What follows belongs to an exercise in optimizing a design on an open flow for small area; a production flow would make more cautious choices. Only simulation tests tie the RTL to the original design; equivalence was not proved. No driver is modelled on the clock port, so clocking that relies on it looks cheaper here than on a real chip. Power and IR drop assume default switching activity.

**design/flow/flow/run.sh**
```bash
#!/bin/bash
# The standard ORFS layout (standard.sh) with three changes:
#  - before floorplanning, every logic cell is set to the smallest drive of its own
#    family (flow/downsize.tcl); the resizer later upsizes any cell that needs it;
#  - the port buffers use the smallest buffer cell;
#  - after clock tree synthesis the tree's root buffer is removed, so the clock port
#    drives the leaf clock buffers directly (flow/post_cts.tcl).
set -euo pipefail
cd "$(dirname "$0")/.."
W="$PWD"
bash standard.sh "BUFFER_PORTS_ARGS=-buffer_cell sky130_fd_sc_hd__buf_1" \
  "PRE_FLOORPLAN_TCL=$W/flow/downsize.tcl" "POST_CTS_TCL=$W/flow/post_cts.tcl" \
  finish > "$W/standard_flow.log" 2>&1
```
**design/flow/flow/downsize.tcl**
```tcl
# Replace every cell by the smallest-area cell of its own family (same name but the drive suffix).
proc ds_downsize {} {
  set n 0; set saved 0.0
  foreach inst [get_cells *] {
    set lc [get_lib_cells -of_objects $inst]
    set name [get_name $lc]
    if {![regexp {^(sky130_fd_sc_hd__[a-z0-9]+)_([0-9]+)$} $name -> base drv]} continue
    if {[regexp {__(df|sdf|edf|sedf|dl)} $base] || [string match "*clkbuf*" $base] || [string match "*clkinv*" $base] || [string match "*tap*" $base] || [string match "*fill*" $base] || [string match "*decap*" $base] || [string match "*conb*" $base]} continue
    set best $name; set barea [get_property $lc area]
    foreach c [get_lib_cells ${base}_*] {
      set cn [get_name $c]
      if {![regexp "^${base}_\[0-9\]+\$" $cn]} continue
      if {[get_property $c dont_use]} continue
      set a [get_property $c area]
      if {$a < $barea - 1e-6} { set best $cn; set barea $a }
    }
    if {$best ne $name} {
      set saved [expr {$saved + [get_property $lc area] - $barea}]
      replace_cell $inst [get_lib_cells $best]
      incr n
    }
  }
  puts "downsize: replaced $n cells, saved $saved um2"
}

ds_downsize
```
**design/flow/flow/post_cts.tcl**
```tcl
# Remove the clock tree's root buffer: the clock port then drives the few leaf clock
# buffers directly (the leaf buffers still drive every register).
proc pc_remove_root {} {
  set block [ord::get_db_block]
  set clk [$block findNet i_clk]
  set roots {}
  foreach it [$clk getITerms] {
    set inst [$it getInst]
    if {[string match "sky130_fd_sc_hd__clkbuf_*" [[$inst getMaster] getName]]} { lappend roots $inst }
  }
  if {[llength $roots] != 1} { puts "post_cts: [llength $roots] buffers on i_clk, nothing removed"; return }
  set root [lindex $roots 0]
  set out [[$root findITerm X] getNet]
  set loads {}
  foreach it [$out getITerms] {
    if {[$it getInst] ne $root} { lappend loads $it }
  }
  if {[llength $loads] > 4} { puts "post_cts: root drives [llength $loads] pins, nothing removed"; return }
  foreach it $loads { $it disconnect; $it connect $clk }
  odb::dbInst_destroy $root
  odb::dbNet_destroy $out
  puts "post_cts: removed root clock buffer, i_clk now drives [llength $loads] pins"
}
pc_remove_root
```
**design/flow/standard.sh**
```bash
#!/bin/bash
# synth_recipe.tcl (not shown) runs the flow's synth.tcl, then flattens the netlist and writes it again
# the make line also repeats each setting of config.mk as NAME=value (left out here)
make -C /OpenROAD-flow-scripts/flow DESIGN_CONFIG=/design/flow/config.mk WORK_HOME=/design/flow/orfs CLKGATE_MAP_FILE= SYNTH_SCRIPT=/design/flow/synth_recipe.tcl "${@:-finish}"
```
**design/flow/config.mk**
```make
export PLATFORM = sky130hd
export DESIGN_NAME = TOP_Final
export DESIGN_NICKNAME = TOP_Final
export VERILOG_FILES = /design/flow/design.v
export SDC_FILE = /design/flow/constraint.sdc
export NUM_CORES = 4
export LEC_CHECK = 0
export CAP_MARGIN = 20
export CORE_MARGIN = 2
export CORE_UTILIZATION = 30
export CTS_BUF_LIST = sky130_fd_sc_hd__clkbuf_8
export SLEW_MARGIN = 20
export SYNTH_HIERARCHICAL = 1
export SYNTH_MINIMUM_KEEP_SIZE = 0
```
**design/flow/constraint.sdc**
```tcl
create_clock -name core_clock -period 100.0 [get_ports {i_clk}]
set_input_delay 20.0000 -clock core_clock [delete_from_list [all_inputs] [get_ports {i_clk}]]
set_output_delay 20.0000 -clock core_clock [all_outputs]
set_load 0.01 [all_outputs]
```
**design/flow/design.v**
```verilog
`timescale 1ns / 1ps
module TOP_Final(
    input i_clk,
    input i_reset,
    output [3:0] o_digit,
    output [7:0] o_font
    );
    reg       b0, b2;
    reg [1:0] s;
    reg       x0, x2, x4;
    reg [3:0] d0;
    reg       d1_0, d1_2, d1_3, d2_2, d2_3, d3_0, d3_3;
    reg       b1, x1, x3;
    reg       d1_1, d2_0, d2_1, d3_1, d3_2, f;
    wire n__000_, n__001_, n__002_, n__003_, n__004_, n__005_, n__006_, n__007_, n__008_, n__009_, n__010_, n__011_, n__012_, n__013_, n__014_, n__015_, n__016_, n__017_, n__018_, n__019_, n__020_, n__021_, n__022_, n__023_, n__024_, n__025_, n__026_, n__027_, n__028_, n__029_, n__030_, n__031_, n__032_, n__033_, n__034_, n__035_, n__036_, n__037_, n__038_, n__039_, n__040_, n__041_, n__042_, n__043_, n__044_, n__045_, n__046_, n__047_, n__048_, n__049_, n__050_, n__051_, n__052_, n__053_, n__054_, n__055_, n__056_, n__057_, n__058_, n__059_, n__060_, n__061_, n__062_, n__063_, n__064_, n__065_, n__066_, n__067_, n__068_, n__069_, n__070_, n__071_, n__072_, n__073_, n__074_, n__075_, n__076_, n__077_, n__078_, n__079_, n__080_, n__081_, n_f_n, n_fx;
    always @(posedge i_clk or posedge i_reset) begin
        if (i_reset) begin
            b0 <= 1'b0;
            b2 <= 1'b0;
            s[0] <= 1'b0;
            s[1] <= 1'b0;
            x0 <= 1'b0;
            x2 <= 1'b1;
            x4 <= 1'b1;
            d0[0] <= 1'b0;
            d0[1] <= 1'b0;
            d0[2] <= 1'b0;
            d0[3] <= 1'b0;
            d1_0 <= 1'b0;
            d1_2 <= 1'b0;
            d1_3 <= 1'b0;
            d2_2 <= 1'b0;
            d2_3 <= 1'b0;
            d3_0 <= 1'b0;
            d3_3 <= 1'b0;
        end else begin
            b0 <= n__010_;
            b2 <= b1;
            s[0] <= n__009_;
            s[1] <= n__007_;
            x0 <= n_fx;
            x2 <= x1;
            x4 <= x3;
            d0[0] <= n__003_;
            d0[1] <= n__002_;
            d0[2] <= n__019_;
            d0[3] <= n__012_;
            d1_0 <= n__008_;
            d1_2 <= n__001_;
            d1_3 <= n__005_;
            d2_2 <= n__014_;
            d2_3 <= n__015_;
            d3_0 <= n__017_;
            d3_3 <= n__011_;
        end
    end
    always @(posedge i_clk) begin
        b1 <= b0;
        x1 <= x0;
        x3 <= x2;
        d1_1 <= n__004_;
        d2_0 <= n__006_;
        d2_1 <= n__013_;
        d3_1 <= n__018_;
        d3_2 <= n__016_;
        f <= n_f_n;
    end
    g_clkinv c1 (.A(d0[3]), .Y(n__053_));
    g_clkinv c2 (.A(d2_3), .Y(n__054_));
    g_clkinv c3 (.A(d3_3), .Y(n__055_));
    g_clkinv c4 (.A(i_reset), .Y(n__000_));
    g_clkinv c5 (.A(f), .Y(n__056_));
    g_clkinv c6 (.A(b1), .Y(n__057_));
    g_or2 c7 (.A(s[0]), .B(s[1]), .X(o_digit[0]));
    g_nand2b c8 (.A_N(s[0]), .B(s[1]), .Y(o_digit[2]));
    g_o22ai c9 (.A1(d0[0]), .A2(o_digit[0]), .B1(o_digit[2]), .B2(d2_0), .Y(n__058_));
    g_nand2 c10 (.A(s[0]), .B(s[1]), .Y(o_digit[3]));
    g_clkinv c11 (.A(o_digit[3]), .Y(n__059_));
    g_nand2b c12 (.A_N(s[1]), .B(s[0]), .Y(o_digit[1]));
    g_o22ai c13 (.A1(d3_0), .A2(o_digit[3]), .B1(o_digit[1]), .B2(d1_0), .Y(n__060_));
    g_or2 c14 (.A(n__058_), .B(n__060_), .X(n__061_));
    g_nor2 c15 (.A(d2_1), .B(o_digit[2]), .Y(n__062_));
    g_o22ai c16 (.A1(d3_1), .A2(o_digit[3]), .B1(o_digit[1]), .B2(d1_1), .Y(n__063_));
    g_nor2 c17 (.A(n__062_), .B(n__063_), .Y(n__064_));
    g_o21ai c18 (.A1(d0[1]), .A2(o_digit[0]), .B1(n__064_), .Y(n__065_));
    g_and2 c19 (.A(n__061_), .B(n__065_), .X(n__066_));
    g_o22ai c20 (.A1(d2_2), .A2(o_digit[2]), .B1(o_digit[3]), .B2(d3_2), .Y(n__067_));
    g_o22ai c21 (.A1(d0[2]), .A2(o_digit[0]), .B1(o_digit[1]), .B2(d1_2), .Y(n__068_));
    g_nor2 c22 (.A(n__067_), .B(n__068_), .Y(n__069_));
    g_nand2 c23 (.A(n__066_), .B(n__069_), .Y(n__070_));
    g_o22ai c24 (.A1(d3_3), .A2(o_digit[3]), .B1(o_digit[1]), .B2(d1_3), .Y(n__071_));
    g_o22ai c25 (.A1(d0[3]), .A2(o_digit[0]), .B1(o_digit[2]), .B2(d2_3), .Y(n__072_));
    g_nor2 c26 (.A(n__071_), .B(n__072_), .Y(n__073_));
    g_nor2 c27 (.A(n__069_), .B(n__073_), .Y(n__074_));
    g_nand2 c28 (.A(n__065_), .B(n__074_), .Y(n__075_));
    g_nand2 c29 (.A(n__061_), .B(n__070_), .Y(o_font[4]));
    g_nand2 c30 (.A(n__070_), .B(n__075_), .Y(n__076_));
    g_nand2 c31 (.A(o_font[4]), .B(n__076_), .Y(n__077_));
    g_clkinv c32 (.A(n__077_), .Y(o_font[0]));
    g_nand2b c33 (.A_N(n__066_), .B(n__074_), .Y(n__078_));
    g_nor2b c34 (.A(n__078_), .B_N(n__061_), .Y(o_font[2]));
    g_nor2 c35 (.A(n__061_), .B(n__065_), .Y(n__079_));
    g_nor3b c36 (.A(n__066_), .B(n__079_), .C_N(n__069_), .Y(o_font[1]));
    g_nand2 c37 (.A(n__069_), .B(n__079_), .Y(n__080_));
    g_a21oi c38 (.A1(n__077_), .A2(n__080_), .B1(n__073_), .Y(o_font[3]));
    g_and3 c39 (.A(n__057_), .B(b0), .C(b2), .X(n__081_));
    g_and2 c40 (.A(x2), .B(x3), .X(n__020_));
    g_and4 c41 (.A(d0[0]), .B(x1), .C(n__081_), .D(n__020_), .X(n__021_));
    g_nand2 c42 (.A(d0[1]), .B(n__021_), .Y(n__022_));
    g_nand2 c43 (.A(d1_3), .B(d2_0), .Y(n__023_));
    g_nand4 c44 (.A(d3_2), .B(d2_1), .C(d3_1), .D(f), .Y(n__024_));
    g_nor2 c45 (.A(n__023_), .B(n__024_), .Y(n__025_));
    g_nand3 c46 (.A(d0[1]), .B(n__021_), .C(n__025_), .Y(n__026_));
    g_nand2 c47 (.A(n__000_), .B(n__026_), .Y(n__027_));
    g_and3 c48 (.A(d0[3]), .B(d1_0), .C(n__021_), .X(n__028_));
    g_nor2b c49 (.A(n__023_), .B_N(n__028_), .Y(n__029_));
    g_and3 c50 (.A(d2_3), .B(d3_0), .C(n__029_), .X(n__030_));
    g_nand3 c51 (.A(d3_3), .B(n__000_), .C(n__030_), .Y(n__031_));
    g_o21ai c52 (.A1(n__056_), .A2(n__027_), .B1(n__031_), .Y(n_f_n));
    g_nand3 c53 (.A(d3_2), .B(d3_1), .C(n__030_), .Y(n__032_));
    g_o21ai c54 (.A1(n__055_), .A2(n__030_), .B1(n__032_), .Y(n__011_));
    g_a21oi c55 (.A1(d3_1), .A2(n__030_), .B1(d3_2), .Y(n__033_));
    g_nor3b c56 (.A(n__033_), .B(n__027_), .C_N(n__032_), .Y(n__016_));
    g_xnor2 c57 (.A(d3_1), .B(n__030_), .Y(n__034_));
    g_nor3 c58 (.A(d3_3), .B(n__027_), .C(n__034_), .Y(n__018_));
    g_a21oi c59 (.A1(d2_3), .A2(n__029_), .B1(d3_0), .Y(n__035_));
    g_nor2 c60 (.A(n__030_), .B(n__035_), .Y(n__017_));
    g_nand2 c61 (.A(d2_1), .B(n__029_), .Y(n__036_));
    g_nand3 c62 (.A(d2_2), .B(d2_1), .C(n__029_), .Y(n__037_));
    g_o21ai c63 (.A1(n__054_), .A2(n__029_), .B1(n__037_), .Y(n__015_));
    g_xnor2 c64 (.A(d2_2), .B(n__036_), .Y(n__014_));
    g_o21ai c65 (.A1(d2_1), .A2(n__029_), .B1(n__054_), .Y(n__038_));
    g_nor3b c66 (.A(n__027_), .B(n__038_), .C_N(n__036_), .Y(n__013_));
    g_a21oi c67 (.A1(d1_3), .A2(n__028_), .B1(d2_0), .Y(n__039_));
    g_nor3 c68 (.A(n__027_), .B(n__029_), .C(n__039_), .Y(n__006_));
    g_nand2 c69 (.A(d1_1), .B(n__028_), .Y(n__040_));
    g_nand3 c70 (.A(d1_2), .B(d1_1), .C(n__028_), .Y(n__041_));
    g_nand2 c71 (.A(d1_3), .B(n__026_), .Y(n__042_));
    g_o21ai c72 (.A1(n__028_), .A2(n__042_), .B1(n__041_), .Y(n__005_));
    g_xnor2 c73 (.A(d1_2), .B(n__040_), .Y(n__001_));
    g_o21ai c74 (.A1(d1_1), .A2(n__028_), .B1(n__000_), .Y(n__043_));
    g_nor3b c75 (.A(d1_3), .B(n__043_), .C_N(n__040_), .Y(n__004_));
    g_a21oi c76 (.A1(d0[3]), .A2(n__021_), .B1(d1_0), .Y(n__044_));
    g_nor2 c77 (.A(n__028_), .B(n__044_), .Y(n__008_));
    g_nor2 c78 (.A(n__022_), .B(n__025_), .Y(n__045_));
    g_nand2 c79 (.A(d0[2]), .B(n__045_), .Y(n__046_));
    g_o21ai c80 (.A1(n__053_), .A2(n__021_), .B1(n__046_), .Y(n__012_));
    g_xor2 c81 (.A(d0[2]), .B(n__045_), .X(n__019_));
    g_o21ai c82 (.A1(d0[1]), .A2(n__021_), .B1(n__053_), .Y(n__047_));
    g_a21oi c83 (.A1(d0[1]), .A2(n__021_), .B1(n__047_), .Y(n__002_));
    g_nor2 c84 (.A(x2), .B(x3), .Y(n__048_));
    g_nor3 c85 (.A(x1), .B(n__020_), .C(n__048_), .Y(n__049_));
    g_xor2 c86 (.A(x4), .B(n__049_), .X(n_fx));
    g_a21oi c87 (.A1(s[0]), .A2(n__081_), .B1(s[1]), .Y(n__050_));
    g_a21oi c88 (.A1(n__059_), .A2(n__081_), .B1(n__050_), .Y(n__007_));
    g_a21oi c89 (.A1(n__057_), .A2(b0), .B1(b2), .Y(n__051_));
    g_or2 c90 (.A(n__081_), .B(n__051_), .X(n__010_));
    g_nand2 c91 (.A(n__075_), .B(n__080_), .Y(o_font[6]));
    g_o21ai c92 (.A1(n__061_), .A2(n__065_), .B1(n__078_), .Y(o_font[5]));
    g_a31oi c93 (.A1(x1), .A2(n__081_), .A3(n__020_), .B1(d0[0]), .Y(n__052_));
    g_nor2 c94 (.A(n__021_), .B(n__052_), .Y(n__003_));
    g_xor2 c95 (.A(s[0]), .B(n__081_), .X(n__009_));
    assign o_font[7] = 1'h1;
endmodule
module g_a21oi(input A1, input A2, input B1, output Y); assign Y = (~A1&~B1) | (~A2&~B1); endmodule
module g_a31oi(input A1, input A2, input A3, input B1, output Y); assign Y = (~A1&~B1) | (~A2&~B1) | (~A3&~B1); endmodule
module g_and2(input A, input B, output X); assign X = (A&B); endmodule
module g_and3(input A, input B, input C, output X); assign X = (A&B&C); endmodule
module g_and4(input A, input B, input C, input D, output X); assign X = (A&B&C&D); endmodule
module g_clkinv(input A, output Y); assign Y = (~A); endmodule
module g_nand2(input A, input B, output Y); assign Y = (~A) | (~B); endmodule
module g_nand2b(input A_N, input B, output Y); assign Y = (A_N) | (~B); endmodule
module g_nand3(input A, input B, input C, output Y); assign Y = (~A) | (~B) | (~C); endmodule
module g_nand4(input A, input B, input C, input D, output Y); assign Y = (~A) | (~B) | (~C) | (~D); endmodule
module g_nor2(input A, input B, output Y); assign Y = (~A&~B); endmodule
module g_nor2b(input A, input B_N, output Y); assign Y = (~A&B_N); endmodule
module g_nor3(input A, input B, input C, output Y); assign Y = (~A&~B&~C); endmodule
module g_nor3b(input A, input B, input C_N, output Y); assign Y = (~A&~B&C_N); endmodule
module g_o21ai(input A1, input A2, input B1, output Y); assign Y = (~A1&~A2) | (~B1); endmodule
module g_o22ai(input A1, input A2, input B1, input B2, output Y); assign Y = (~B1&~B2) | (~A1&~A2); endmodule
module g_or2(input A, input B, output X); assign X = (A) | (B); endmodule
module g_xnor2(input A, input B, output Y); assign Y = (~A&~B) | (A&B); endmodule
module g_xor2(input A, input B, output X); assign X = (A&~B) | (~A&B); endmodule
```
==> run notes <==
Setup crit start kind: flop
Worst setup EP type: primary output
Fill cell count: 372
VDD IR max: 6.18 µV
Commonest cells after routing, fill and taps aside: dfrtp_1, nand2_1, nor2_1, buf_1, o21ai_1
Fin crit share: 0.220
Rel. slew slack: 0.536
Drt initial violations: 58
Worst-Skew Late Latency: 0.15 ns
Hold Slack: 0.331 ns
Clock skew: 0.00566 ns
Starting Density: 0.311
Largest net degree at the start of global routing: 19
Setup CP Type: reg -> out
Finished Core Util: 0.349
Final net count: 142
Setup TNS: 0 ns
Syn nets: 127
Global route overflow: 0
CTS tree: done
Vias: 928
Fmax: 45.6 MHz
Number of global-route vias before repair: 893
Final Critical Period: 21.95 ns
Max-cap violation count: 0
Leak: 0.000552 µW
Critical Path Fanout Max: 6
DRT Pass-1 Iters: 4
Fin. max-slew vios: 0
Die Ht: 65.6 µm
GP Congestion: 0.759
Vias/cell: 4.96
N_diodes: 0
DRT antenna net count: 0
Setup violations, final: 0
Yosys warns: 7
CTS sink count: 27
Core Area: 3660 µm²
Share of post-route cells with drive strength above 1: 0.0360
GR Util met2: 0.203
# rows: 22
Mapped Cells: 125
Hold Path Class: reg -> reg
GRT Total Usage: 0.120
# DRC: 0
RSZ-0062 raised after global routing: false
I/O Buffers: 12
Status: no timing/DRC/antenna violations
Crit path DAT: 1.95 ns
Die width: 65.6 µm
Dpl hpwl: 1800 µm
GR peak layer: met2
Final Hold Vio Count: 0
Largest registers: d0: 4 flops, s: 2 flops
PwrDens: 12.5 nW/µm²
Routed wire length per instance: 12.6 µm
Met3 GRT Util: 0.0274
Largest Register: d0
Met1 Resource Use GR: 0.161
Die area: 4310 µm²
Number of antenna violations at the first check in global routing: 0
Post-Route WL: 2360 µm
Crit path required time: 80.00 ns
Ports: 14
Global-route wire length before repair: 4040 µm
Most common cell after layout, fill and taps aside: dfrtp_1
Worst slew pin tran: 0.696 ns
Max FFs per register: 4
Clk slew on worst S/H paths: 0.09 ns
[power breakdown]
part	total, µW	internal, µW	switching, µW
sequential	10.9	10.9	0
clock	4.89	1.97	2.92
combinational	0.237	0.0208	0.216
[layout make-up]
| cell class | instances | area, µm² | share of cell area |
|---|---|---|---|
| repair buffers | 12 | 45.0 | 0.0353 |
| well taps | 48 | 60.1 | 0.0471 |
| clock buffers | 2 | 27.5 | 0.0216 |
| clock inverters | 1 | 7.51 | 0.00588 |
| multi-input cells | 88 | 469 | 0.368 |
| inverters | 9 | 33.8 | 0.0265 |
| flip-flops and latches | 27 | 633 | 0.496 |
[worst max-delay path: stages (launching register included)]
cell	delay, ns
dfrtp_1	0.44
or2_1	0.31
o22ai_1	0.13
or2_1	0.19
and2_1	0.19
nand2_1	0.08
nand2_1	0.10
nand2_1	0.08
a21oi_1	0.12
buf_1	0.16
[stage by stage]
step	cell area [µm²]	total power (µW)	worst slack, ns	instances
floorplan	1140	11.3	78.37	125
global placement	1240	11.3	78.29	184
detailed placement	1240	11.3	78.24	184
global route	1280	16.8	77.79	187
finish	1280	16.0	78.05	187
[worst paths after layout]
| kind | startpoint | to | slack (ns) | depth (start not counted) |
|---|---|---|---|---|
| max reg2reg | x2 | d3_2 | 97.49 | 7 |
| min | x3 | x4 | 0.33 | 0 |
| min in group asynchronous | i_reset | d3_0 | 19.93 | 2 |
| min reg2reg | x3 | x4 | 0.33 | 0 |
| max | s[0] | o_font[3] | 78.05 | 9 |
| max in group asynchronous | i_reset | d2_3 | 79.63 | 2 |
[metal layers]
layer  vias up  part of all wire
met4         0            0.0072
met2        19              0.47
met3         4             0.037
li1        455                 -
met1       450              0.49
met5         -                 0

port drivers added, routing unchanged:
The flow's constraints put no driver on any port. The routed layout listed below was extracted and timed again, unchanged, in two steps.
Step 1: set_driving_cell puts a clkbuf_16 on i_clk and a buf_2 on each other input, an assumption about the parent block.
Step 2 adds t to the input delays and takes it off the output delays; t is the mean of the earliest and latest rising clock arrival at the registers after step 1. Input paths then give back, and output paths get back, about the clock's delay inside the block.
Slacks: ideal / step 1 / step 2; pairs: ideal / step 1.
t, ns: 0.181
setup slack, ns: 78.050 / 78.017 / 78.198
hold WS [ns]: 0.331 / 0.331 / 0.331
worst setup path at the end: register to output
pins driven straight from the clock port: 2
After both steps setup and hold are still met in this run. The setup slack of this run moves by -0.033 ns with the drivers and by +0.148 ns with both steps.
